Source: an optimization exercise on an open RTL-to-GDS flow (aim: a short achievable clock period and few clock cycles). Production flows keep margins and buffers that such runs may drop.
Function was checked by simulation only, so behaviour that the tests miss may differ from the original.
Power is estimated from default activity; no workload was simulated.

--- run.sh ---
#!/bin/bash
# synth_recipe.tcl (not shown) runs the flow's synth.tcl, then flattens the netlist and writes it again
# the make line also repeats each setting of config.mk as NAME=value (left out here)
make -C /OpenROAD-flow-scripts/flow DESIGN_CONFIG=/design/flow/config.mk WORK_HOME=/design/flow/orfs CLKGATE_MAP_FILE= SYNTH_SCRIPT=/design/flow/synth_recipe.tcl finish
--- config.mk ---
export PLATFORM = sky130hd
export DESIGN_NAME = CPU
export DESIGN_NICKNAME = CPU
export VERILOG_FILES = /design/flow/design.v
export SDC_FILE = /design/flow/constraint.sdc
export NUM_CORES = 8
export LEC_CHECK = 0
export CAP_MARGIN = 40
export CORE_MARGIN = 2
export CORE_UTILIZATION = 25
export SETUP_SLACK_MARGIN = 5
export SLEW_MARGIN = 40
--- design.v ---
`timescale 1ns/1ps
module CPU (
  input clk,
  input rst,
  output [7:0] imem_addr,      
  input [31:0] imem_data,
  output [7:0] dmem_addr,      
  output [31:0] dmem_wdata,
  output dmem_we,
  input [31:0] dmem_rdata,
  output [7:0] io_addr,
  output [31:0] io_dout,
  output io_we,
  input [31:0] io_din,
  input [7:0] m_rf_addr,
  output [31:0] rf_data
);
localparam W     = 3;          
localparam NQB   = 3;          
localparam NQ    = 1 << NQB;
localparam NFOLD = 8;          
localparam IXB   = 5;          
localparam NIC   = 1 << IXB;   
localparam PD    = 16;         
localparam NLP   = 4;          
localparam NA    = 2 * W;      
localparam QWB   = 32 + 11 + 8 + 1 + NLP + 8;    
localparam [6:0] OP_R = 7'b0110011, OP_I = 7'b0010011, OP_L = 7'b0000011,
                 OP_S = 7'b0100011, OP_B = 7'b1100011, OP_J = 7'b1101111;
reg  [7:0]      fa;
reg  [8*W-1:0]  adr;       
reg  [W-1:0]    sqr;       
reg  [7:0]      pf;        
reg  [QWB-1:0]  q [0:NQ-1];
reg  [NQB-1:0]  qh;        
reg  [NQB*W-1:0] qhk;      
reg  [NQB:0]    qn;        
reg  [W-1:0]    e_v, e_wr, e_ld, e_br;
reg  [W*W-1:0]  e_D1, e_D2;        
reg  [5*W-1:0]  e_rd;
reg  [32*W-1:0] e_a, e_b, e_c;     
reg  [W*W-1:0]  e_fa, e_fb, e_fc;  
reg  [32*W-1:0] lr;                
reg  [8*W-1:0]  e_tgt;             
reg  [W-1:0]    e_pt;              
reg  [W*NLP-1:0] e_lph;            
reg  [8*W-1:0]  e_pc;
reg             m_ld, m_st;        
reg  [W-1:0]    m_slot;
reg  [10:0]     m_addr;
reg  [31:0]     m_sd;
reg  [W-1:0]    m_fsd;             
reg  [31:0]     rf [1:31];
reg  [NIC-1:0]  ic_v;
reg  [7-IXB:0]  ic_tag [0:NIC-1];
reg  [31:0]     ic_d   [0:NIC-1];
reg  [10:0]     ic_p   [0:NIC-1];    
reg  [7:0]      ic_t   [0:NIC-1];    
reg  [NLP-1:0]  lp_v, lp_tv;
reg  [7:0]      lp_pc   [0:NLP-1];
reg  [3:0]      lp_cc   [0:NLP-1];
reg  [3:0]      lp_cs   [0:NLP-1];
reg  [3:0]      lp_trip [0:NLP-1];
reg  [1:0]      lp_ptr;
reg  [NFOLD-1:0] f_v;
reg  [7:0]      f_key [0:NFOLD-1];
reg  [7:0]      f_tgt [0:NFOLD-1];
reg  [8*W-1:0]  f_sc  [0:NFOLD-1];    
reg  [W-1:0]    f_sq  [0:NFOLD-1];    
reg  [2:0]      f_ptr;
reg             fi_en;                
reg  [7:0]      fi_key, fi_tgt;
wire [10:0] maddr   = m_addr;
wire        is_io   = maddr[10];
wire [31:0] ld_data = is_io ? io_din : dmem_rdata;
function [31:0] fwd;
  input [31:0] v;
  input [W-1:0] sel;
  integer q;
  begin
    fwd = v;
    for (q = 0; q < W; q = q + 1)
      if (sel[q]) fwd = lr[32*q +: 32];
  end
endfunction
reg [32*W-1:0] oa, ob, oc;
integer q3;
always @*
  for (q3 = 0; q3 < W; q3 = q3 + 1) begin
    oa[32*q3 +: 32] = fwd(e_a[32*q3 +: 32], e_fa[W*q3 +: W]);
    ob[32*q3 +: 32] = fwd(e_b[32*q3 +: 32], e_fb[W*q3 +: W]);
    oc[32*q3 +: 32] = fwd(e_c[32*q3 +: 32], e_fc[W*q3 +: W]);
  end
reg [32*W-1:0] res;
reg [31:0] ea, eb, ec, cs, cc;
integer q0;
always @* begin
  for (q0 = 0; q0 < W; q0 = q0 + 1) begin
    ea = oa[32*q0 +: 32];
    eb = ob[32*q0 +: 32];
    ec = oc[32*q0 +: 32];
    cs = ea ^ eb ^ ec;
    cc = {(ea[30:0] & eb[30:0]) | (ea[30:0] & ec[30:0]) | (eb[30:0] & ec[30:0]), 1'b0};
    res[32*q0 +: 32] = e_ld[q0] ? ld_data : (cs + cc);
  end
end
function eqsum;
  input [31:0] x, y, z;
  reg [31:0] c;
  begin
    c = {((x[30:0] & y[30:0]) | ((x[30:0] | y[30:0]) & ~z[30:0])), 1'b0};
    eqsum = ~|((x ^ y ^ z) ^ c);
  end
endfunction
reg [W-1:0] e_eq;
integer k20, j20;
always @* begin
  for (k20 = 0; k20 < W; k20 = k20 + 1) begin
    e_eq[k20] = ~|(oa[32*k20 +: 32] ^ ob[32*k20 +: 32]);
    for (j20 = 0; j20 < k20; j20 = j20 + 1) begin
      if (e_D1[k20*W+j20] && e_D2[k20*W+j20])
        e_eq[k20] = 1'b1;
      else if (e_D1[k20*W+j20])
        e_eq[k20] = eqsum(oa[32*j20 +: 32], ob[32*j20 +: 32], ob[32*k20 +: 32]);
      else if (e_D2[k20*W+j20])
        e_eq[k20] = eqsum(oa[32*j20 +: 32], ob[32*j20 +: 32], oa[32*k20 +: 32]);
    end
  end
end
reg [W-1:0] e_tk, e_kill;
reg         rdir;
reg [7:0]   rtgt, rpf, dq;
integer q1;
always @* begin
  rdir = 1'b0;
  rtgt = 8'd0;
  rpf  = 8'd0;
  for (q1 = 0; q1 < W; q1 = q1 + 1) begin
    e_kill[q1] = rdir;
    e_tk[q1]   = e_v[q1] & e_br[q1] & (e_eq[q1] ^ e_pt[q1]) & ~rdir;
    dq = pf - e_tgt[8*q1 +: 8];
    if (e_tk[q1]) begin
      rtgt = e_tgt[8*q1 +: 8];
      rpf  = (dq < PD - 1) ? pf + 8'd1 : (dq < NIC) ? pf : e_tgt[8*q1 +: 8];
    end
    rdir = rdir | e_tk[q1];
  end
end
assign dmem_addr  = maddr[9:2];
assign io_addr    = maddr[7:0];
wire [31:0] msd = fwd(m_sd, m_fsd);
assign dmem_wdata = msd;
assign io_dout    = msd;
assign dmem_we    = m_st & ~is_io;
assign io_we      = m_st & is_io;
function [8:0] nseq;             
  input [7:0] a;
  integer q;
  reg hit;
  reg [7:0] t;
  begin
    hit = 1'b0;
    t = 8'd0;
    for (q = 0; q < NFOLD; q = q + 1)
      if (f_v[q] && f_key[q] == a) begin
        hit = 1'b1;
        t = t | f_tgt[q];
      end
    nseq = hit ? {1'b0, t} : {1'b1, a + 8'd1};
  end
endfunction
reg [8*NA-1:0] A;           
reg [NA-1:0]   SQ;
reg [8*W-1:0]  PL;          
reg [W-1:0]    PH;          
reg [8*W*W-1:0] PC;         
reg [W*W-1:0]  PQ;
reg            pdone;
reg [7:0]      pkey;
integer m2, j2, q2;
always @* begin
  A[7:0] = fa;
  SQ[0]  = sqr[0];
  for (m2 = 1; m2 < W; m2 = m2 + 1) begin
    A[8*m2 +: 8] = adr[8*m2 +: 8];
    SQ[m2]       = sqr[m2];
  end
  PH = {W{1'b0}};
  PC = {8*W*W{1'b0}};
  PQ = {W*W{1'b0}};
  for (j2 = 0; j2 < W; j2 = j2 + 1) begin
    pkey = A[8*(W-1) +: 8] + j2;
    PL[8*j2 +: 8] = pkey + 8'd1;
    for (q2 = 0; q2 < NFOLD; q2 = q2 + 1)
      if (f_v[q2] && f_key[q2] == pkey) begin
        PH[j2] = 1'b1;
        PC[8*W*j2 +: 8*W] = PC[8*W*j2 +: 8*W] | f_sc[q2];
        PQ[W*j2 +: W] = PQ[W*j2 +: W] | f_sq[q2];
      end
  end
  for (m2 = 0; m2 < W; m2 = m2 + 1) begin
    A[8*(W+m2) +: 8] = PL[8*m2 +: 8];
    SQ[W+m2]         = 1'b1;
  end
  pdone = 1'b0;
  for (j2 = 0; j2 < W; j2 = j2 + 1)
    if (!pdone && PH[j2]) begin
      pdone = 1'b1;
      for (m2 = j2; m2 < W; m2 = m2 + 1) begin
        A[8*(W+m2) +: 8] = PC[8*W*j2 + 8*(m2-j2) +: 8];
        SQ[W+m2]         = (m2 == j2) ? 1'b0 : PQ[W*j2 + (m2-j2)];
      end
    end
end
function [10:0] pdec;
  input [31:0] ins;
  reg r, i, l, st, b, j;
  begin
    r  = ins[6:0] == OP_R;
    i  = ins[6:0] == OP_I;
    l  = ins[6:0] == OP_L;
    st = ins[6:0] == OP_S;
    b  = ins[6:0] == OP_B;
    j  = ins[6:0] == OP_J;
    pdec = {j | (b & (ins[19:15] == ins[24:20])),
            l | st,
            (r | st | b) & (ins[24:20] != 5'd0),
            (r | i | l | st | b) & (ins[19:15] != 5'd0),
            (r | i | l) & (ins[11:7] != 5'd0),
            j, b, st, l, i, r};
  end
endfunction
wire [10:0] imem_p = pdec(imem_data);
wire [7:0]  imem_t = pf + (imem_p[5] ? imem_data[29:22] : {imem_data[29:25], imem_data[11:9]});
reg [32*W-1:0] I;
reg [11*W-1:0] IP;
reg [8*W-1:0]  IT;
reg [W-1:0]    H, HC;
integer k3;
always @* begin
  for (k3 = 0; k3 < W; k3 = k3 + 1) begin
    HC[k3] = ic_v[A[8*k3 +: IXB]] && (ic_tag[A[8*k3 +: IXB]] == A[8*k3+IXB +: 8-IXB]);
    I[32*k3 +: 32]  = HC[k3] ? ic_d[A[8*k3 +: IXB]] : imem_data;
    IP[11*k3 +: 11] = HC[k3] ? ic_p[A[8*k3 +: IXB]] : imem_p;
    IT[8*k3 +: 8]   = HC[k3] ? ic_t[A[8*k3 +: IXB]] : imem_t;
    H[k3] = HC[k3] | (A[8*k3 +: 8] == pf);
  end
end
reg [W-1:0]    fx, fb;
reg [8*W-1:0]  T;
reg [8*W*W-1:0] TT;         
integer k4, r4;
always @* begin
  for (k4 = 0; k4 < W; k4 = k4 + 1) begin
    fx[k4] = IP[11*k4 + 10];
    fb[k4] = IP[11*k4 + 4] & ~IP[11*k4 + 10];       
    T[8*k4 +: 8] = IT[8*k4 +: 8];
    for (r4 = 0; r4 < W; r4 = r4 + 1)
      TT[8*(k4*W+r4) +: 8] = IT[8*k4 +: 8] + r4;
  end
end
reg [W*NLP-1:0] LPH;
reg [W-1:0]     pt;
integer k18, e18;
always @* begin
  for (k18 = 0; k18 < W; k18 = k18 + 1) begin
    pt[k18] = 1'b0;
    for (e18 = 0; e18 < NLP; e18 = e18 + 1) begin
      LPH[k18*NLP+e18] = fb[k18] && lp_v[e18] && (lp_pc[e18] == A[8*k18 +: 8]);
      if (LPH[k18*NLP+e18] && lp_tv[e18] && (lp_cs[e18] == lp_trip[e18])) pt[k18] = 1'b1;
    end
  end
end
wire        room = qn <= NQ - W;
reg [W-1:0] fv;
integer k6;
always @* begin
  fv[0] = H[0] & room;
  for (k6 = 1; k6 < W; k6 = k6 + 1)
    fv[k6] = fv[k6-1] & H[k6] & ~fx[k6-1] & ~pt[k6-1];
end
reg [W-1:0]   FEH;
reg [8*W*W-1:0] FES;
reg [W*W-1:0] FEQ;
reg [7:0]     fkey;
integer k23, q23;
always @* begin
  FEH = {W{1'b0}};
  FES = {8*W*W{1'b0}};
  FEQ = {W*W{1'b0}};
  for (k23 = 0; k23 < W; k23 = k23 + 1) begin
    fkey = A[8*k23 +: 8] - 8'd1;
    for (q23 = 0; q23 < NFOLD; q23 = q23 + 1)
      if (f_v[q23] && f_key[q23] == fkey) begin
        FEH[k23] = 1'b1;
        FES[8*W*k23 +: 8*W] = FES[8*W*k23 +: 8*W] | f_sc[q23];
        FEQ[W*k23 +: W] = FEQ[W*k23 +: W] | f_sq[q23];
      end
  end
end
reg [7:0]     nfa;
reg [8*W-1:0] nadr;
reg [W-1:0]   nsqr;
reg           fxgo, fxc;
reg [8*W-1:0] fxt, fxs;
reg [W-1:0]   fxq;
integer k7, m7;
always @* begin
  nfa  = A[8*W +: 8];
  nadr = {8*W{1'b0}};
  for (m7 = 1; m7 < W; m7 = m7 + 1) nadr[8*m7 +: 8] = A[8*(W+m7) +: 8];
  nsqr = SQ[W +: W];
  for (k7 = W - 1; k7 >= 0; k7 = k7 - 1)
    if (!fv[k7]) begin
      nfa = A[8*k7 +: 8];
      for (m7 = 1; m7 < W; m7 = m7 + 1) nadr[8*m7 +: 8] = A[8*(k7+m7) +: 8];
      nsqr = SQ[k7 +: W];
    end
  fxgo = 1'b0;
  fxc  = 1'b0;
  fxt  = {8*W{1'b0}};
  fxs  = {8*W{1'b0}};
  fxq  = {W{1'b0}};
  for (k7 = 0; k7 < W; k7 = k7 + 1)
    if (fv[k7] && (fx[k7] || pt[k7])) begin
      fxgo = 1'b1;
      fxt  = fxt | TT[8*k7*W +: 8*W];
      if (fx[k7] && FEH[k7]) begin
        fxc = 1'b1;
        fxs = FES[8*W*k7 +: 8*W];
        fxq = FEQ[W*k7 +: W];
      end
    end
  if (fxgo) begin
    nfa  = fxt[7:0];
    for (m7 = 1; m7 < W; m7 = m7 + 1) nadr[8*m7 +: 8] = fxc ? fxs[8*m7 +: 8] : fxt[8*m7 +: 8];
    nsqr = fxc ? {fxq[W-1:1], 1'b0} : {{(W-1){1'b1}}, 1'b0};
  end
end
reg       ins_en;
reg [7:0] ins_key, ins_tgt;
integer k8;
always @* begin
  ins_en  = 1'b0;
  ins_key = 8'd0;
  ins_tgt = 8'd0;
  for (k8 = W - 1; k8 >= 0; k8 = k8 - 1)
    if (fv[k8] && fx[k8] && SQ[k8]) begin
      ins_en  = 1'b1;
      ins_key = A[8*k8 +: 8] - 8'd1;
      ins_tgt = T[8*k8 +: 8];
    end
end
reg [8*W-1:0] fi_sc;
reg [W-1:0]   fi_sq;
reg [8:0]     fi_t9;
integer m24;
always @* begin
  fi_sc[7:0] = fi_tgt;
  fi_sq[0]   = 1'b0;
  for (m24 = 1; m24 < W; m24 = m24 + 1) begin
    fi_t9 = nseq(fi_sc[8*(m24-1) +: 8]);
    fi_sc[8*m24 +: 8] = fi_t9[7:0];
    fi_sq[m24] = fi_t9[8];
  end
end
reg fi_dup;
integer q9;
always @* begin
  fi_dup = 1'b0;
  for (q9 = 0; q9 < NFOLD; q9 = q9 + 1)
    if (f_v[q9] && f_key[q9] == fi_key) fi_dup = 1'b1;
end
reg [7:0] npf;
reg       hcw;
reg [7:0] dpf;
integer k22;
always @* begin
  hcw  = ic_v[A[8*W +: IXB]] && (ic_tag[A[8*W +: IXB]] == A[8*W+IXB +: 8-IXB]);
  dpf  = pf - A[7:0];
  npf  = (dpf < PD - 1) ? pf + 8'd1 : (dpf < PD) ? pf :
         dpf[7] ? A[8*W +: 8] : pf;
  if (!hcw && A[8*W +: 8] != pf) npf = A[8*W +: 8];
  for (k22 = W - 1; k22 >= 0; k22 = k22 - 1)
    if (!HC[k22] && A[8*k22 +: 8] != pf) npf = A[8*k22 +: 8];
  if (rdir)  npf = rpf;
end
assign imem_addr = pf;
reg [QWB*W-1:0] fq;
reg [7:0]       alt;
integer k25;
always @* begin
  for (k25 = 0; k25 < W; k25 = k25 + 1) begin
    alt = pt[k25] ? A[8*k25 +: 8] + 8'd1 : T[8*k25 +: 8];
    fq[QWB*k25 +: QWB] = {alt, LPH[k25*NLP +: NLP], pt[k25], A[8*k25 +: 8],
                          IP[11*k25 +: 11], I[32*k25 +: 32]};
  end
end
reg [QWB*W-1:0] xq;
reg [W-1:0]     xv;
reg [NQB-1:0]   xi;
integer k26;
always @* begin
  for (k26 = 0; k26 < W; k26 = k26 + 1) begin
    xi = qhk[NQB*k26 +: NQB];
    xq[QWB*k26 +: QWB] = q[xi];
    xv[k26] = qn > k26;
  end
end
reg [W-1:0]    isr, isi, isl, iss, isb, isj, wr, u1, u2, mem, xfx, xpt;
reg [5*W-1:0]  rd, s1, s2;
reg [12*W-1:0] IMMI;
reg [11*W-1:0] MIMM;
reg [8*W-1:0]  XALT, XPC;
reg [W*NLP-1:0] XLPH;
reg [31:0]     xins;
integer k27;
always @* begin
  for (k27 = 0; k27 < W; k27 = k27 + 1) begin
    xins = xq[QWB*k27 +: 32];
    {xfx[k27], mem[k27], u2[k27], u1[k27], wr[k27], isj[k27], isb[k27], iss[k27], isl[k27], isi[k27], isr[k27]}
      = xq[QWB*k27 + 32 +: 11];
    XPC[8*k27 +: 8]      = xq[QWB*k27 + 43 +: 8];
    xpt[k27]             = xq[QWB*k27 + 51];
    XLPH[NLP*k27 +: NLP] = xq[QWB*k27 + 52 +: NLP];
    XALT[8*k27 +: 8]     = xq[QWB*k27 + 52 + NLP +: 8];
    rd[5*k27 +: 5] = xins[11:7];
    s1[5*k27 +: 5] = xins[19:15];
    s2[5*k27 +: 5] = xins[24:20];
    IMMI[12*k27 +: 12] = xins[31:20];
    MIMM[11*k27 +: 11] = iss[k27] ? {xins[30:25], xins[11:7]} : xins[30:20];
  end
end
reg [W*W-1:0] D1, D2;
reg [W-1:0]   d1, d2, dep;
integer k5, j5, m5;
always @* begin
  D1 = {W*W{1'b0}};
  D2 = {W*W{1'b0}};
  for (k5 = 1; k5 < W; k5 = k5 + 1) begin
    for (j5 = 0; j5 < k5; j5 = j5 + 1) begin
      if (wr[j5] && rd[5*j5 +: 5] == s1[5*k5 +: 5] && u1[k5]) begin
        for (m5 = 0; m5 < W; m5 = m5 + 1) D1[k5*W+m5] = 1'b0;
        D1[k5*W+j5] = 1'b1;
      end
      if (wr[j5] && rd[5*j5 +: 5] == s2[5*k5 +: 5] && u2[k5]) begin
        for (m5 = 0; m5 < W; m5 = m5 + 1) D2[k5*W+m5] = 1'b0;
        D2[k5*W+j5] = 1'b1;
      end
    end
  end
  for (k5 = 0; k5 < W; k5 = k5 + 1) begin
    d1[k5]  = |D1[k5*W +: W];
    d2[k5]  = |D2[k5*W +: W];
    dep[k5] = d1[k5] | d2[k5];
  end
end
reg [W-1:0] xgo, memb4, brb4;
reg         bad;
integer k28, j28;
always @* begin
  xgo[0]   = xv[0];
  memb4[0] = 1'b0;
  brb4[0]  = 1'b0;
  for (k28 = 1; k28 < W; k28 = k28 + 1) begin
    memb4[k28] = memb4[k28-1] | mem[k28-1];
    brb4[k28]  = brb4[k28-1] | (isb[k28-1] & ~xfx[k28-1]);
    bad = ~xv[k28] | (mem[k28] & memb4[k28]) | (dep[k28] & mem[k28]) |
          (iss[k28] & brb4[k28]) |
          (d1[k28] & d2[k28] & ~isb[k28]);
    for (j28 = 0; j28 < k28; j28 = j28 + 1)
      if (D1[k28*W+j28] | D2[k28*W+j28])
        bad = bad | isl[j28] | dep[j28];
    if (isb[k28] && d1[k28] && d2[k28] && (D1[k28*W +: W] != D2[k28*W +: W]))
      bad = 1'b1;
    xgo[k28] = xgo[k28-1] & ~bad;
  end
end
function [31:0] rdreg;
  input [4:0] r;
  integer rr;
  begin
    rdreg = 32'd0;
    for (rr = 1; rr < 32; rr = rr + 1)
      rdreg = rdreg | ({32{r == rr}} & rf[rr]);
  end
endfunction
function [W-1:0] efw;
  input [4:0] r;
  integer q;
  begin
    efw = {W{1'b0}};
    for (q = 0; q < W; q = q + 1)
      if (e_wr[q] && e_rd[5*q +: 5] == r) begin
        efw = {W{1'b0}};
        efw[q] = 1'b1;
      end
  end
endfunction
reg [32*W-1:0] V1, V2, BOP;
reg [W*W-1:0]  F1, F2, FB;
integer k11;
always @* begin
  for (k11 = 0; k11 < W; k11 = k11 + 1) begin
    V1[32*k11 +: 32] = u1[k11] ? rdreg(s1[5*k11 +: 5]) : 32'd0;
    V2[32*k11 +: 32] = u2[k11] ? rdreg(s2[5*k11 +: 5]) : 32'd0;
    F1[W*k11 +: W]   = u1[k11] ? efw(s1[5*k11 +: 5]) : {W{1'b0}};
    F2[W*k11 +: W]   = u2[k11] ? efw(s2[5*k11 +: 5]) : {W{1'b0}};
    BOP[32*k11 +: 32] = isr[k11] ? V2[32*k11 +: 32] :
                        {{20{IMMI[12*k11+11]}}, IMMI[12*k11 +: 12]};
    FB[W*k11 +: W]   = isr[k11] ? F2[W*k11 +: W] : {W{1'b0}};
  end
end
reg [11*W-1:0] V1A;
integer k33, q33;
always @*
  for (k33 = 0; k33 < W; k33 = k33 + 1) begin
    V1A[11*k33 +: 11] = V1[32*k33 +: 11];
    for (q33 = 0; q33 < W; q33 = q33 + 1)
      if (F1[W*k33 + q33]) V1A[11*k33 +: 11] = res[32*q33 +: 11];
  end
reg [32*W-1:0] na, nb, nc;
reg [W*W-1:0]  nfa_, nfb, nfc;
reg [W-1:0]    xbr;
integer k13, j13;
always @* begin
  na   = V1;
  nfa_ = F1;
  nc   = {32*W{1'b0}};
  nfc  = {W*W{1'b0}};
  for (k13 = 0; k13 < W; k13 = k13 + 1) begin
    xbr[k13] = isb[k13] & ~xfx[k13];
    nb[32*k13 +: 32] = xbr[k13] ? V2[32*k13 +: 32] : BOP[32*k13 +: 32];
    nfb[W*k13 +: W]  = xbr[k13] ? F2[W*k13 +: W] : FB[W*k13 +: W];
  end
  for (k13 = 1; k13 < W; k13 = k13 + 1)
    for (j13 = 0; j13 < k13; j13 = j13 + 1) begin
      if (xbr[k13]) begin
      end else if (D1[k13*W+j13]) begin
        na[32*k13 +: 32] = V1[32*j13 +: 32];
        nb[32*k13 +: 32] = BOP[32*j13 +: 32];
        nc[32*k13 +: 32] = BOP[32*k13 +: 32];
        nfa_[W*k13 +: W] = F1[W*j13 +: W];
        nfb[W*k13 +: W]  = FB[W*j13 +: W];
        nfc[W*k13 +: W]  = FB[W*k13 +: W];
      end else if (D2[k13*W+j13] && isr[k13]) begin
        na[32*k13 +: 32] = V1[32*j13 +: 32];
        nb[32*k13 +: 32] = BOP[32*j13 +: 32];
        nc[32*k13 +: 32] = V1[32*k13 +: 32];
        nfa_[W*k13 +: W] = F1[W*j13 +: W];
        nfb[W*k13 +: W]  = FB[W*j13 +: W];
        nfc[W*k13 +: W]  = F1[W*k13 +: W];
      end
    end
end
reg [11*W-1:0] XMA;
integer k32;
always @*
  for (k32 = 0; k32 < W; k32 = k32 + 1)
    XMA[11*k32 +: 11] = V1A[11*k32 +: 11] + MIMM[11*k32 +: 11];
reg [10:0] n_maddr;
reg [31:0] n_msd;
reg        n_mld, n_mst;
reg [W-1:0] n_mslot, n_mfsd;
integer k14;
always @* begin
  n_msd = 32'd0; n_mld = 1'b0; n_mst = 1'b0; n_mfsd = {W{1'b0}};
  n_mslot = {W{1'b0}};
  n_maddr = 11'd0;
  for (k14 = W - 1; k14 >= 0; k14 = k14 - 1)
    if (xgo[k14] && mem[k14]) begin
      n_mld  = isl[k14];
      n_mst  = iss[k14];
      n_maddr = XMA[11*k14 +: 11];
      n_msd  = V2[32*k14 +: 32];
      n_mfsd = F2[W*k14 +: W];
      n_mslot = {W{1'b0}};
      n_mslot[k14] = 1'b1;
    end
end
reg [NQB:0] xn;
integer k29;
always @* begin
  xn = 0;
  for (k29 = 0; k29 < W; k29 = k29 + 1)
    if (xgo[k29]) xn = k29 + 1;
end
reg [NQB:0] fn;
integer k30;
always @* begin
  fn = 0;
  for (k30 = 0; k30 < W; k30 = k30 + 1)
    if (fv[k30]) fn = k30 + 1;
end
wire [W-1:0] x_go = xgo & {W{~rdir}};    
integer i15;
always @(posedge clk or posedge rst) begin
  if (rst) begin
    fa   <= 8'd0;
    for (i15 = 0; i15 < W; i15 = i15 + 1) adr[8*i15 +: 8] <= i15;
    sqr  <= {{(W-1){1'b1}}, 1'b0};
    qh   <= {NQB{1'b0}};
    for (i15 = 0; i15 < W; i15 = i15 + 1) qhk[NQB*i15 +: NQB] <= i15;
    qn   <= {(NQB+1){1'b0}};
    e_v  <= {W{1'b0}};
    e_wr <= {W{1'b0}};
    e_ld <= {W{1'b0}};
    e_br <= {W{1'b0}};
    e_D1 <= {W*W{1'b0}};
    e_D2 <= {W*W{1'b0}};
    e_rd <= {5*W{1'b0}};
    e_a  <= {32*W{1'b0}};
    e_b  <= {32*W{1'b0}};
    e_c  <= {32*W{1'b0}};
    e_fa <= {W*W{1'b0}};
    e_fb <= {W*W{1'b0}};
    e_fc <= {W*W{1'b0}};
    lr   <= {32*W{1'b0}};
    m_fsd <= {W{1'b0}};
    e_tgt <= {8*W{1'b0}};
    e_pt  <= {W{1'b0}};
    e_lph <= {W*NLP{1'b0}};
    e_pc  <= {8*W{1'b0}};
    m_ld <= 1'b0;
    m_st <= 1'b0;
    m_slot <= {W{1'b0}};
    m_addr <= 11'd0;
    m_sd <= 32'd0;
  end else begin
    if (rdir) begin
      fa  <= rtgt;
      for (i15 = 1; i15 < W; i15 = i15 + 1) adr[8*i15 +: 8] <= rtgt + i15;
      sqr <= {{(W-1){1'b1}}, 1'b0};
    end else begin
      fa  <= nfa;
      for (i15 = 1; i15 < W; i15 = i15 + 1) adr[8*i15 +: 8] <= nadr[8*i15 +: 8];
      sqr <= nsqr;
    end
    if (rdir) begin
      qn <= {(NQB+1){1'b0}};
    end else begin
      qh <= qh + xn[NQB-1:0];
      for (i15 = 0; i15 < W; i15 = i15 + 1) qhk[NQB*i15 +: NQB] <= qh + xn[NQB-1:0] + i15;
      qn <= qn - xn + fn;
    end
    e_v  <= x_go;
    e_wr <= x_go & wr;
    e_ld <= x_go & isl;
    e_br <= x_go & xbr;
    e_D1 <= D1;
    e_D2 <= D2;
    e_rd <= rd;
    e_a  <= na;
    e_b  <= nb;
    e_c  <= nc;
    e_fa <= nfa_;
    e_fb <= nfb;
    e_fc <= nfc;
    lr   <= res;
    m_fsd <= n_mfsd;
    e_tgt <= XALT;
    e_pt  <= xpt;
    e_lph <= XLPH;
    e_pc  <= XPC;
    m_ld <= n_mld & ~rdir;
    m_st <= n_mst & ~rdir;
    m_slot <= n_mslot;
    m_addr <= n_maddr;
    m_sd <= n_msd;
  end
end
reg [NQB-1:0] wi;
integer i31;
always @(posedge clk) begin
  for (i31 = 0; i31 < W; i31 = i31 + 1)
    if (fv[i31] && !rdir) begin
      wi = qh + qn[NQB-1:0] + i31;
      q[wi] <= fq[QWB*i31 +: QWB];
    end
end
integer i16, k16;
always @(posedge clk or posedge rst) begin
  if (rst) begin
    for (i16 = 1; i16 < 32; i16 = i16 + 1) rf[i16] <= 32'd0;
  end else begin
    for (i16 = 1; i16 < 32; i16 = i16 + 1)
      for (k16 = 0; k16 < W; k16 = k16 + 1)
        if (e_wr[k16] && !e_kill[k16] && e_rd[5*k16 +: 5] == i16) rf[i16] <= res[32*k16 +: 32];
  end
end
always @(posedge clk or posedge rst) begin
  if (rst) begin
    ic_v <= {NIC{1'b0}};
    pf   <= 8'd0;
  end else begin
    ic_v[pf[IXB-1:0]] <= 1'b1;
    pf <= npf;
  end
end
always @(posedge clk) begin
  ic_tag[pf[IXB-1:0]] <= pf[7:IXB];
  ic_d[pf[IXB-1:0]]   <= imem_data;
  ic_p[pf[IXB-1:0]]   <= imem_p;
  ic_t[pf[IXB-1:0]]   <= imem_t;
end
integer i17;
always @(posedge clk or posedge rst) begin
  if (rst) begin
    fi_en  <= 1'b0;
    fi_key <= 8'd0;
    fi_tgt <= 8'd0;
    f_v    <= {NFOLD{1'b0}};
    f_ptr  <= 3'd0;
    for (i17 = 0; i17 < NFOLD; i17 = i17 + 1) begin
      f_key[i17] <= 8'd0;
      f_tgt[i17] <= 8'd0;
      f_sc[i17]  <= {8*W{1'b0}};
      f_sq[i17]  <= {W{1'b0}};
    end
  end else begin
    fi_en  <= ins_en;
    fi_key <= ins_key;
    fi_tgt <= ins_tgt;
    if (fi_en && !fi_dup) begin
      f_v[f_ptr]   <= 1'b1;
      f_key[f_ptr] <= fi_key;
      f_tgt[f_ptr] <= fi_tgt;
      f_sc[f_ptr]  <= fi_sc;
      f_sq[f_ptr]  <= fi_sq;
      f_ptr        <= f_ptr + 3'd1;
    end
  end
end
reg [3:0] ncc [0:NLP-1];
reg [3:0] ntrip [0:NLP-1];
reg [NLP-1:0] ntv;
reg [NLP-1:0] lp_alloc;
reg [7:0] lp_apc;
integer k19, e19;
always @* begin
  for (e19 = 0; e19 < NLP; e19 = e19 + 1) begin
    ncc[e19]   = lp_cc[e19];
    ntrip[e19] = lp_trip[e19];
    ntv[e19]   = lp_tv[e19];
  end
  lp_alloc = {NLP{1'b0}};
  lp_apc   = 8'd0;
  for (k19 = 0; k19 < W; k19 = k19 + 1)
    if (e_v[k19] && e_br[k19] && !e_kill[k19]) begin
      for (e19 = 0; e19 < NLP; e19 = e19 + 1)
        if (e_lph[k19*NLP+e19]) begin
          if (e_eq[k19]) begin
            ntrip[e19] = ncc[e19];
            ntv[e19]   = 1'b1;
            ncc[e19]   = 4'd0;
          end else if (ncc[e19] != 4'd15) begin
            ncc[e19]   = ncc[e19] + 4'd1;
          end else begin
            ntv[e19]   = 1'b0;
          end
        end
      if (e_eq[k19] && !(|e_lph[k19*NLP +: NLP])) begin
        lp_alloc = {NLP{1'b0}};
        lp_alloc[lp_ptr] = 1'b1;
        lp_apc = e_pc[8*k19 +: 8];
      end
    end
end
integer e21, k21;
always @(posedge clk or posedge rst) begin
  if (rst) begin
    lp_v   <= {NLP{1'b0}};
    lp_tv  <= {NLP{1'b0}};
    lp_ptr <= 2'd0;
    for (e21 = 0; e21 < NLP; e21 = e21 + 1) begin
      lp_pc[e21]   <= 8'd0;
      lp_cc[e21]   <= 4'd0;
      lp_cs[e21]   <= 4'd0;
      lp_trip[e21] <= 4'd0;
    end
  end else begin
    for (e21 = 0; e21 < NLP; e21 = e21 + 1) begin
      if (lp_alloc[e21]) begin
        lp_v[e21]    <= 1'b1;
        lp_tv[e21]   <= 1'b0;
        lp_pc[e21]   <= lp_apc;
        lp_cc[e21]   <= 4'd0;
        lp_cs[e21]   <= 4'd0;
        lp_trip[e21] <= 4'd0;
      end else begin
        lp_cc[e21]   <= ncc[e21];
        lp_trip[e21] <= ntrip[e21];
        lp_tv[e21]   <= ntv[e21];
        if (rdir) begin
          lp_cs[e21] <= ncc[e21];
        end else begin
          for (k21 = 0; k21 < W; k21 = k21 + 1)
            if (LPH[k21*NLP+e21] && fv[k21])
              lp_cs[e21] <= pt[k21] ? 4'd0 : lp_cs[e21] + 4'd1;
        end
      end
    end
    if (|lp_alloc) lp_ptr <= lp_ptr + 2'd1;
  end
end
wire [4:0] dbg = m_rf_addr[4:0];
assign rf_data = (dbg == 5'd0) ? 32'd0 : rf[dbg];
endmodule  
--- constraint.sdc ---
create_clock -name core_clock -period 11.0 [get_ports {clk}]
set_input_delay 2.2000 -clock core_clock [delete_from_list [all_inputs] [get_ports {clk}]]
set_output_delay 2.2000 -clock core_clock [all_outputs]
set_load 0.01 [all_outputs]
==> impl_metrics.csv, run 1 <==
group,metric,value,unit
outcome,status,"did not finish",
outcome,haltStage,"5_1_grt",
outcome,first-error,"[ERROR GRT-0232] Routing congestion too high. Check the congestion heatmap in the GUI.",
yosys,synthCells,29399,
yosys,ys_seq_area_share,35.5,%
yosys,syn-num-nets,30118,
yosys,syn_avg_cell_area,9.81,um2
clock_network,cts.sinks,3740,
global_route,gr-usage-all-layers,46.1,%
global_route,overflow,5,
die,std_cell_rows,394,
yosys,synth_fa_ha_area_share,3.34,%
clock_network,clock-root-buffer,"clkbuf_16",
yosys,yosys_register_bits,3740,
yosys,synth_compound_area_share,23.6,%
die,die_y,1080,um
yosys,synth_xor_area_share,3.86,%
die,start_util,25.1,%
yosys,synth_area_leaders,"edfxtp_1 18%, dfrtp_1 17%, mux4_2 12%",
yosys,muxShareOfSynthArea,16.6,%
yosys,yosysTopAreaCell,"edfxtp_1",
yosys,async_flop_share,52.9,%
yosys,synth.top_cell.area_share,18.3,%
placed_design,place_inst,42772,
yosys,synth_top_family_by_area,"compound AO/OA/AOI/OAI gates",
placed_design,dp_hpwl,1510000,um
yosys,synth-edff-count,1760,
yosys,synthSimpleGateAreaFrac,11.0,%
die,io_pins,228,
yosys,syn_area,288000,um2
clock_network,cts_buffers,434,
clock_network,clock_path_buffers,5,
placed_design,io_buffers,221,
yosys,synth_top_flop_cell,"dfrtp_1",
global_route,grt_start_max_net_pins,138,
yosys,yosysWarnings,44,
clock_network,htreeDepth,5,
placed_design,place_congestion,1.29,
die,die-width,1080,um
yosys,ys_types,104,
worst min-delay path by stage:
stage | slack (ns) | depth (start not counted) | endpoint
after floorplan | 0.48 | 1 | lp_v[1]$_DFFE_PP0N_
after global placement | 0.49 | 1 | lp_v[1]$_DFFE_PP0N_
after detailed placement | 0.50 | 1 | lp_v[1]$_DFFE_PP0N_
after CTS | 0.52 | 1 | lp_v[1]$_DFFE_PP0N_
metrics by stage:
step	setup WS, ns	hold WS (ns)	instance area [um2]	total power, mW	utilization, %
detailed placement	2.04	0.502	319000	129	27.7
floorplan	-18.68	0.478	288000	73.8	-
global placement	1.80	0.494	315000	127	27.4
CTS	4.15	0.517	355000	152	30.9
metal layers:
metal / GRT overflow / GRT usage (%)
met1: 0 / 47.5
met2: 3 / 52.6
met3: 1 / 40.2
met4: 1 / 41.5
met5: 0 / 31.9
timing repair:
action	in CTS
gates cloned	182
hold buffers	0
resized for setup	2125
pin swaps	450
setup endpoints to repair	2361
setup buffers	947
cells in the mapped netlist, types with 58 or more instances:
library cell / number
a211oi_1: 1227
a21o_1: 119
a21oi_1: 1671
a221oi_1: 837
a222oi_1: 271
a22o_1: 833
a22oi_1: 2072
a31oi_1: 150
and2_1: 58
and3_1: 142
buf_1: 580
buf_2: 217
buf_4: 67
clkbuf_1: 3010
clkbuf_2: 98
dfrtp_1: 1974
edfxtp_1: 1760
fa_1: 263
ha_1: 350
inv_1: 479
mux2_2: 654
mux2i_1: 587
mux4_2: 1536
nand2_1: 2050
nand2b_1: 99
nand3_1: 703
nand4_1: 488
nor2_1: 2209
nor2b_1: 359
nor3_1: 387
nor4_1: 240
o211ai_1: 409
o21ai_0: 950
o21ai_1: 220
o21bai_1: 71
o221ai_1: 164
o22ai_1: 136
o31a_1: 171
xnor2_1: 742
xor2_1: 504
cells by family after synthesis:
family | after synthesis
buffers and inverters | 4478
XOR/XNOR | 1258
AND/OR/NAND/NOR | 6932
AO/OA/AOI/OAI | 9597
flip-flops | 3740
adder cells (fa/ha/maj) | 613
multiplexers | 2781
power groups by stage:
stage	registers [mW]	logic (mW)	clock network, mW
CTS	28.4	108	15.2
floorplan	20.8	53.0	0
detailed placement	29.0	100	0
global placement	29.1	98.4	0
Testbench counts, summed over its fixed seeds: cycles 19,967.
==> run 2: changes to the inputs <==
--- a/design.v
+++ b/design.v
@@ -20,7 +20,7 @@
 localparam NQ    = 1 << NQB;
 localparam NFOLD = 8;          
-localparam IXB   = 5;          
+localparam IXB   = 6;          
 localparam NIC   = 1 << IXB;   
-localparam PD    = 16;         
+localparam PD    = 32;         
 localparam NLP   = 4;          
 localparam NA    = 2 * W;      
@@ -43,12 +43,28 @@
 reg  [32*W-1:0] lr;                
 reg  [8*W-1:0]  e_tgt;             
+reg  [8*W*W-1:0] e_tgtm;           
 reg  [W-1:0]    e_pt;              
 reg  [W*NLP-1:0] e_lph;            
 reg  [8*W-1:0]  e_pc;
-reg             m_ld, m_st;        
-reg  [W-1:0]    m_slot;
-reg  [10:0]     m_addr;
-reg  [31:0]     m_sd;
-reg  [W-1:0]    m_fsd;             
+reg             m_ld;              
+reg  [10:0]     m_a, m_imm;        
+reg  [W-1:0]    m_fa;
+reg             s_st;              
+reg  [W-1:0]    s_slot;
+reg  [10:0]     s_a, s_imm;        
+reg  [W-1:0]    s_fa;
+reg  [31:0]     s_d;
+reg  [W-1:0]    s_fd;              
+reg  [W-1:0]    s_dj;              
+localparam SBB = 2;
+localparam SB  = 1 << SBB;
+reg  [7:0]      sd_a [0:SB-1];
+reg  [31:0]     sd_d [0:SB-1];
+reg  [SBB-1:0]  sd_h;
+reg  [SBB:0]    sd_n;
+reg  [7:0]      si_a [0:SB-1];
+reg  [31:0]     si_d [0:SB-1];
+reg  [SBB-1:0]  si_h;
+reg  [SBB:0]    si_n;
 reg  [31:0]     rf [1:31];
 reg  [NIC-1:0]  ic_v;
@@ -71,7 +87,4 @@
 reg             fi_en;                
 reg  [7:0]      fi_key, fi_tgt;
-wire [10:0] maddr   = m_addr;
-wire        is_io   = maddr[10];
-wire [31:0] ld_data = is_io ? io_din : dmem_rdata;
 function [31:0] fwd;
   input [31:0] v;
@@ -84,4 +97,28 @@
   end
 endfunction
+function [10:0] eaddr;
+  input [10:0] a, imm;
+  input [W-1:0] sel;
+  integer q;
+  begin
+    eaddr = a;
+    for (q = 0; q < W; q = q + 1)
+      if (sel[q]) eaddr = lr[32*q +: 11] + imm;
+  end
+endfunction
+wire [10:0] m_addr = eaddr(m_a, m_imm, m_fa);
+wire [10:0] s_addr = eaddr(s_a, s_imm, s_fa);
+wire        is_io = m_addr[10];
+reg  [31:0] dm_data;
+reg  [SBB-1:0] sqi;
+integer q35;
+always @* begin
+  dm_data = dmem_rdata;
+  for (q35 = 0; q35 < SB; q35 = q35 + 1) begin
+    sqi = sd_h + q35;
+    if (q35 < sd_n && sd_a[sqi] == m_addr[9:2]) dm_data = sd_d[sqi];
+  end
+end
+wire [31:0] ld_data = is_io ? io_din : dm_data;
 reg [32*W-1:0] oa, ob, oc;
 integer q3;
@@ -131,8 +168,10 @@
 reg         rdir;
 reg [7:0]   rtgt, rpf, dq;
+reg [8*W-1:0] rtgtm;
 integer q1;
 always @* begin
   rdir = 1'b0;
   rtgt = 8'd0;
+  rtgtm = {8*W{1'b0}};
   rpf  = 8'd0;
   for (q1 = 0; q1 < W; q1 = q1 + 1) begin
@@ -142,4 +181,5 @@
     if (e_tk[q1]) begin
       rtgt = e_tgt[8*q1 +: 8];
+      rtgtm = e_tgtm[8*W*q1 +: 8*W];
       rpf  = (dq < PD - 1) ? pf + 8'd1 : (dq < NIC) ? pf : e_tgt[8*q1 +: 8];
     end
@@ -147,11 +187,20 @@
   end
 end
-assign dmem_addr  = maddr[9:2];
-assign io_addr    = maddr[7:0];
-wire [31:0] msd = fwd(m_sd, m_fsd);
-assign dmem_wdata = msd;
-assign io_dout    = msd;
-assign dmem_we    = m_st & ~is_io;
-assign io_we      = m_st & is_io;
+reg [31:0] sdat;
+integer q36;
+always @* begin
+  sdat = fwd(s_d, s_fd);
+  for (q36 = 0; q36 < W; q36 = q36 + 1)
+    if (s_dj[q36]) sdat = res[32*q36 +: 32];
+end
+wire s_go  = s_st & ~|(s_slot & e_kill);
+wire sd_out = (sd_n != 0) & ~m_ld;      
+wire si_out = (si_n != 0) & ~m_ld;
+assign dmem_addr  = m_ld ? m_addr[9:2] : sd_a[sd_h];
+assign dmem_wdata = sd_d[sd_h];
+assign dmem_we    = sd_out;
+assign io_addr    = m_ld ? m_addr[7:0] : si_a[si_h];
+assign io_dout    = si_d[si_h];
+assign io_we      = si_out;
 function [8:0] nseq;             
   input [7:0] a;
@@ -456,19 +505,20 @@
   end
 end
-reg [W-1:0] xgo, memb4, brb4;
+wire sroom = (sd_n <= SB - 2) & (si_n <= SB - 2);
+reg [W-1:0] xgo, ldb4, stb4;
 reg         bad;
 integer k28, j28;
 always @* begin
-  xgo[0]   = xv[0];
-  memb4[0] = 1'b0;
-  brb4[0]  = 1'b0;
+  xgo[0]   = xv[0] & ~(iss[0] & ~sroom);
+  ldb4[0]  = 1'b0;
+  stb4[0]  = 1'b0;
   for (k28 = 1; k28 < W; k28 = k28 + 1) begin
-    memb4[k28] = memb4[k28-1] | mem[k28-1];
-    brb4[k28]  = brb4[k28-1] | (isb[k28-1] & ~xfx[k28-1]);
-    bad = ~xv[k28] | (mem[k28] & memb4[k28]) | (dep[k28] & mem[k28]) |
-          (iss[k28] & brb4[k28]) |
+    ldb4[k28] = ldb4[k28-1] | isl[k28-1];
+    stb4[k28] = stb4[k28-1] | iss[k28-1];
+    bad = ~xv[k28] | (isl[k28] & (ldb4[k28] | stb4[k28])) |
+          (iss[k28] & (stb4[k28] | ~sroom)) | (mem[k28] & d1[k28]) |
           (d1[k28] & d2[k28] & ~isb[k28]);
     for (j28 = 0; j28 < k28; j28 = j28 + 1)
-      if (D1[k28*W+j28] | D2[k28*W+j28])
+      if (D1[k28*W+j28] | (D2[k28*W+j28] & ~iss[k28]))
         bad = bad | isl[j28] | dep[j28];
     if (isb[k28] && d1[k28] && d2[k28] && (D1[k28*W +: W] != D2[k28*W +: W]))
@@ -512,12 +562,4 @@
   end
 end
-reg [11*W-1:0] V1A;
-integer k33, q33;
-always @*
-  for (k33 = 0; k33 < W; k33 = k33 + 1) begin
-    V1A[11*k33 +: 11] = V1[32*k33 +: 11];
-    for (q33 = 0; q33 < W; q33 = q33 + 1)
-      if (F1[W*k33 + q33]) V1A[11*k33 +: 11] = res[32*q33 +: 11];
-  end
 reg [32*W-1:0] na, nb, nc;
 reg [W*W-1:0]  nfa_, nfb, nfc;
@@ -554,28 +596,33 @@
     end
 end
-reg [11*W-1:0] XMA;
-integer k32;
-always @*
-  for (k32 = 0; k32 < W; k32 = k32 + 1)
-    XMA[11*k32 +: 11] = V1A[11*k32 +: 11] + MIMM[11*k32 +: 11];
-reg [10:0] n_maddr;
-reg [31:0] n_msd;
-reg        n_mld, n_mst;
-reg [W-1:0] n_mslot, n_mfsd;
+reg [10:0] n_ma, n_mimm, n_sa, n_simm;
+reg [W-1:0] n_mfa, n_sfa;
+reg [31:0] n_sd;
+reg        n_mld, n_sst;
+reg [W-1:0] n_sslot, n_sfd, n_sdj;
 integer k14;
 always @* begin
-  n_msd = 32'd0; n_mld = 1'b0; n_mst = 1'b0; n_mfsd = {W{1'b0}};
-  n_mslot = {W{1'b0}};
-  n_maddr = 11'd0;
-  for (k14 = W - 1; k14 >= 0; k14 = k14 - 1)
-    if (xgo[k14] && mem[k14]) begin
-      n_mld  = isl[k14];
-      n_mst  = iss[k14];
-      n_maddr = XMA[11*k14 +: 11];
-      n_msd  = V2[32*k14 +: 32];
-      n_mfsd = F2[W*k14 +: W];
-      n_mslot = {W{1'b0}};
-      n_mslot[k14] = 1'b1;
+  n_mld = 1'b0; n_ma = 11'd0; n_mimm = 11'd0; n_mfa = {W{1'b0}};
+  n_sst = 1'b0; n_sa = 11'd0; n_simm = 11'd0; n_sfa = {W{1'b0}}; n_sd = 32'd0;
+  n_sslot = {W{1'b0}}; n_sfd = {W{1'b0}}; n_sdj = {W{1'b0}};
+  for (k14 = W - 1; k14 >= 0; k14 = k14 - 1) begin
+    if (xgo[k14] && isl[k14]) begin
+      n_mld   = 1'b1;
+      n_ma    = V1[32*k14 +: 11] + MIMM[11*k14 +: 11];
+      n_mimm  = MIMM[11*k14 +: 11];
+      n_mfa   = F1[W*k14 +: W];
+    end
+    if (xgo[k14] && iss[k14]) begin
+      n_sst   = 1'b1;
+      n_sa    = V1[32*k14 +: 11] + MIMM[11*k14 +: 11];
+      n_simm  = MIMM[11*k14 +: 11];
+      n_sfa   = F1[W*k14 +: W];
+      n_sd    = V2[32*k14 +: 32];
+      n_sfd   = F2[W*k14 +: W];
+      n_sdj   = D2[k14*W +: W];
+      n_sslot = {W{1'b0}};
+      n_sslot[k14] = 1'b1;
     end
+  end
 end
 reg [NQB:0] xn;
@@ -594,5 +641,5 @@
 end
 wire [W-1:0] x_go = xgo & {W{~rdir}};    
-integer i15;
+integer i15, j15;
 always @(posedge clk or posedge rst) begin
   if (rst) begin
@@ -617,18 +664,25 @@
     e_fc <= {W*W{1'b0}};
     lr   <= {32*W{1'b0}};
-    m_fsd <= {W{1'b0}};
     e_tgt <= {8*W{1'b0}};
+    e_tgtm <= {8*W*W{1'b0}};
     e_pt  <= {W{1'b0}};
     e_lph <= {W*NLP{1'b0}};
     e_pc  <= {8*W{1'b0}};
     m_ld <= 1'b0;
-    m_st <= 1'b0;
-    m_slot <= {W{1'b0}};
-    m_addr <= 11'd0;
-    m_sd <= 32'd0;
+    m_a <= 11'd0;
+    m_imm <= 11'd0;
+    m_fa <= {W{1'b0}};
+    s_st <= 1'b0;
+    s_slot <= {W{1'b0}};
+    s_a <= 11'd0;
+    s_imm <= 11'd0;
+    s_fa <= {W{1'b0}};
+    s_d <= 32'd0;
+    s_fd <= {W{1'b0}};
+    s_dj <= {W{1'b0}};
   end else begin
     if (rdir) begin
       fa  <= rtgt;
-      for (i15 = 1; i15 < W; i15 = i15 + 1) adr[8*i15 +: 8] <= rtgt + i15;
+      for (i15 = 1; i15 < W; i15 = i15 + 1) adr[8*i15 +: 8] <= rtgtm[8*i15 +: 8];
       sqr <= {{(W-1){1'b1}}, 1'b0};
     end else begin
@@ -658,14 +712,23 @@
     e_fc <= nfc;
     lr   <= res;
-    m_fsd <= n_mfsd;
     e_tgt <= XALT;
+    for (i15 = 0; i15 < W; i15 = i15 + 1)
+      for (j15 = 0; j15 < W; j15 = j15 + 1)
+        e_tgtm[8*(i15*W+j15) +: 8] <= XALT[8*i15 +: 8] + j15;
     e_pt  <= xpt;
     e_lph <= XLPH;
     e_pc  <= XPC;
     m_ld <= n_mld & ~rdir;
-    m_st <= n_mst & ~rdir;
-    m_slot <= n_mslot;
-    m_addr <= n_maddr;
-    m_sd <= n_msd;
+    m_a <= n_ma;
+    m_imm <= n_mimm;
+    m_fa <= n_mfa;
+    s_st <= n_sst & ~rdir;
+    s_slot <= n_sslot;
+    s_a <= n_sa;
+    s_imm <= n_simm;
+    s_fa <= n_sfa;
+    s_d <= n_sd;
+    s_fd <= n_sfd;
+    s_dj <= n_sdj;
   end
 end
@@ -674,9 +737,36 @@
 always @(posedge clk) begin
   for (i31 = 0; i31 < W; i31 = i31 + 1)
-    if (fv[i31] && !rdir) begin
+    if (fv[i31]) begin
       wi = qh + qn[NQB-1:0] + i31;
       q[wi] <= fq[QWB*i31 +: QWB];
     end
 end
+reg [SBB-1:0] sqw;
+integer i37;
+always @(posedge clk or posedge rst) begin
+  if (rst) begin
+    sd_h <= {SBB{1'b0}};
+    sd_n <= {(SBB+1){1'b0}};
+    si_h <= {SBB{1'b0}};
+    si_n <= {(SBB+1){1'b0}};
+  end else begin
+    sd_h <= sd_h + sd_out;
+    sd_n <= sd_n - sd_out + (s_go & ~s_addr[10]);
+    si_h <= si_h + si_out;
+    si_n <= si_n - si_out + (s_go & s_addr[10]);
+  end
+end
+always @(posedge clk) begin
+  if (s_go && !s_addr[10]) begin
+    sqw = sd_h + sd_n[SBB-1:0];
+    sd_a[sqw] <= s_addr[9:2];
+    sd_d[sqw] <= sdat;
+  end
+  if (s_go && s_addr[10]) begin
+    sqw = si_h + si_n[SBB-1:0];
+    si_a[sqw] <= s_addr[7:0];
+    si_d[sqw] <= sdat;
+  end
+end
 integer i16, k16;
 always @(posedge clk or posedge rst) begin
@@ -804,5 +894,25 @@
   end
 end
+reg  [31:0] rfd [1:31];
+reg  [W-1:0]    dw;
+reg  [5*W-1:0]  dwr;
+reg  [32*W-1:0] dwd;
+integer i34, k34;
+always @(posedge clk or posedge rst) begin
+  if (rst) begin
+    dw  <= {W{1'b0}};
+    dwr <= {5*W{1'b0}};
+    dwd <= {32*W{1'b0}};
+    for (i34 = 1; i34 < 32; i34 = i34 + 1) rfd[i34] <= 32'd0;
+  end else begin
+    dw  <= e_wr & ~e_kill;
+    dwr <= e_rd;
+    dwd <= res;
+    for (i34 = 1; i34 < 32; i34 = i34 + 1)
+      for (k34 = 0; k34 < W; k34 = k34 + 1)
+        if (dw[k34] && dwr[5*k34 +: 5] == i34) rfd[i34] <= dwd[32*k34 +: 32];
+  end
+end
 wire [4:0] dbg = m_rf_addr[4:0];
-assign rf_data = (dbg == 5'd0) ? 32'd0 : rf[dbg];
+assign rf_data = (dbg == 5'd0) ? 32'd0 : rfd[dbg];
 endmodule  
--- a/config.mk
+++ b/config.mk
@@ -9,4 +9,5 @@
 export CORE_MARGIN = 2
 export CORE_UTILIZATION = 25
+export PLACE_DENSITY = 0.4
 export SETUP_SLACK_MARGIN = 5
 export SLEW_MARGIN = 40
==> run 2 against run 1 <==
The run again fails in 5_1_grt. Synthesized area increased by 49%. Synthesized cell count increased by 35%.
==> impl_metrics.csv, run 2 <==
group,metric,value,unit
die,start_util,25.0,%
die,die_y,1320,um
clock_network,clock-root-buffer,"clkbuf_16",
outcome,haltStage,"5_1_grt",
placed_design,io_buffers,221,
yosys,synth_top_cells_by_count,"4,510 x nand2_1, 3,360 x edfxtp_1, 3,185 x clkbuf_1",
yosys,syn_avg_cell_area,10.8,um2
placed_design,place_inst,61586,
yosys,ys_seq_area_share,41.5,%
clock_network,clock_path_buffers,5,
die,io_pins,228,
yosys,ys_types,114,
die,std_cell_rows,482,
global_route,gr-usage-all-layers,39.1,%
yosys,synth-edff-count,3360,
yosys,syn-num-nets,40588,
global_route,overflow,4,
outcome,status,"did not finish",
yosys,synth.top_cell.area_share,23.4,%
global_route,grt_start_max_net_pins,135,
placed_design,place_congestion,1.13,
yosys,yosysWarnings,45,
yosys,yosys_register_bits,6481,
clock_network,holdBufCountCts,0,
clock_network,htreeDepth,6,
placed_design,dp_hpwl,2250000,um
yosys,yosysTopAreaCell,"edfxtp_1",
yosys,synth_most_common_cell,"nand2_1",
outcome,first-error,"[ERROR GRT-0232] Routing congestion too high. Check the congestion heatmap in the GUI.",
clock_network,cts.sinks,6481,
yosys,synthCells,39789,
yosys,synth_top_flop_cell,"edfxtp_1",
yosys,async_flop_share,48.2,%
yosys,synth_area_leaders,"edfxtp_1 23%, dfrtp_1 18%, mux4_2 15%",
clock_network,cts_buffers,821,
yosys,syn_area,431000,um2
die,die-width,1320,um
[run 2: stage by stage]
stage | cell area [um2] | power [mW] | utilization [%] | setup slack (ns)
2_1_floorplan | 431000 | 101 | - | -34.64
3_3_place_gp | 472000 | 176 | 27.5 | 1.49
3_5_place_dp | 477000 | 177 | 27.7 | 1.72
4_1_cts | 531000 | 220 | 30.9 | 4.14
[run 2: per-layer routing]
layer  global-route usage (%)  overflow
met5                     7.52         0
met4                     32.0         0
met1                     44.6         0
met2                     53.4         4
met3                     20.3         0
[run 2: kinds of logic after synthesis]
| kind of cell | after synthesis | share of synthesized area (%) |
|---|---|---|
| flip-flops | 6481 | 41.5 |
| multiplexers | 5170 | 20.6 |
| XOR/XNOR | 1368 | 2.79 |
| adder cells (fa/ha/maj) | 693 | 2.48 |
| buffers and inverters | 4624 | 4.14 |
| AO/OA/AOI/OAI | 11442 | 18.2 |
| AND/OR/NAND/NOR | 10011 | 10.2 |
[run 2: worst min-delay path by stage]
stage | from | end | depth (start not counted)
after CTS | rfd[7][28]$_DFFE_PP0P_ | rfd[7][28]$_DFFE_PP0P_ | 2
after detailed placement | rfd[1][17]$_DFFE_PP0P_ | rfd[1][17]$_DFFE_PP0P_ | 2
after global placement | rfd[2][29]$_DFFE_PP0P_ | rfd[2][29]$_DFFE_PP0P_ | 2
after floorplan | e_rd[0]$_DFF_PP0_ | dwr[0]$_DFF_PP0_ | 0
[run 2: repair_timing]
item / 4_1_cts
cloned: 126
gates resized for setup: 3150
pin swaps: 540
setup buffers: 1099
endpoints found under the setup margin: 3105
[run 2: power by group through the flow]
stage	clock network, mW	logic (mW)	registers, mW
2_1_floorplan	0	64.6	36.8
4_1_cts	28.8	149	41.9
3_5_place_dp	0	134	42.6
3_3_place_gp	0	133	43.0
Testbench counts of run 2, summed over its fixed seeds: cycles 18,707.
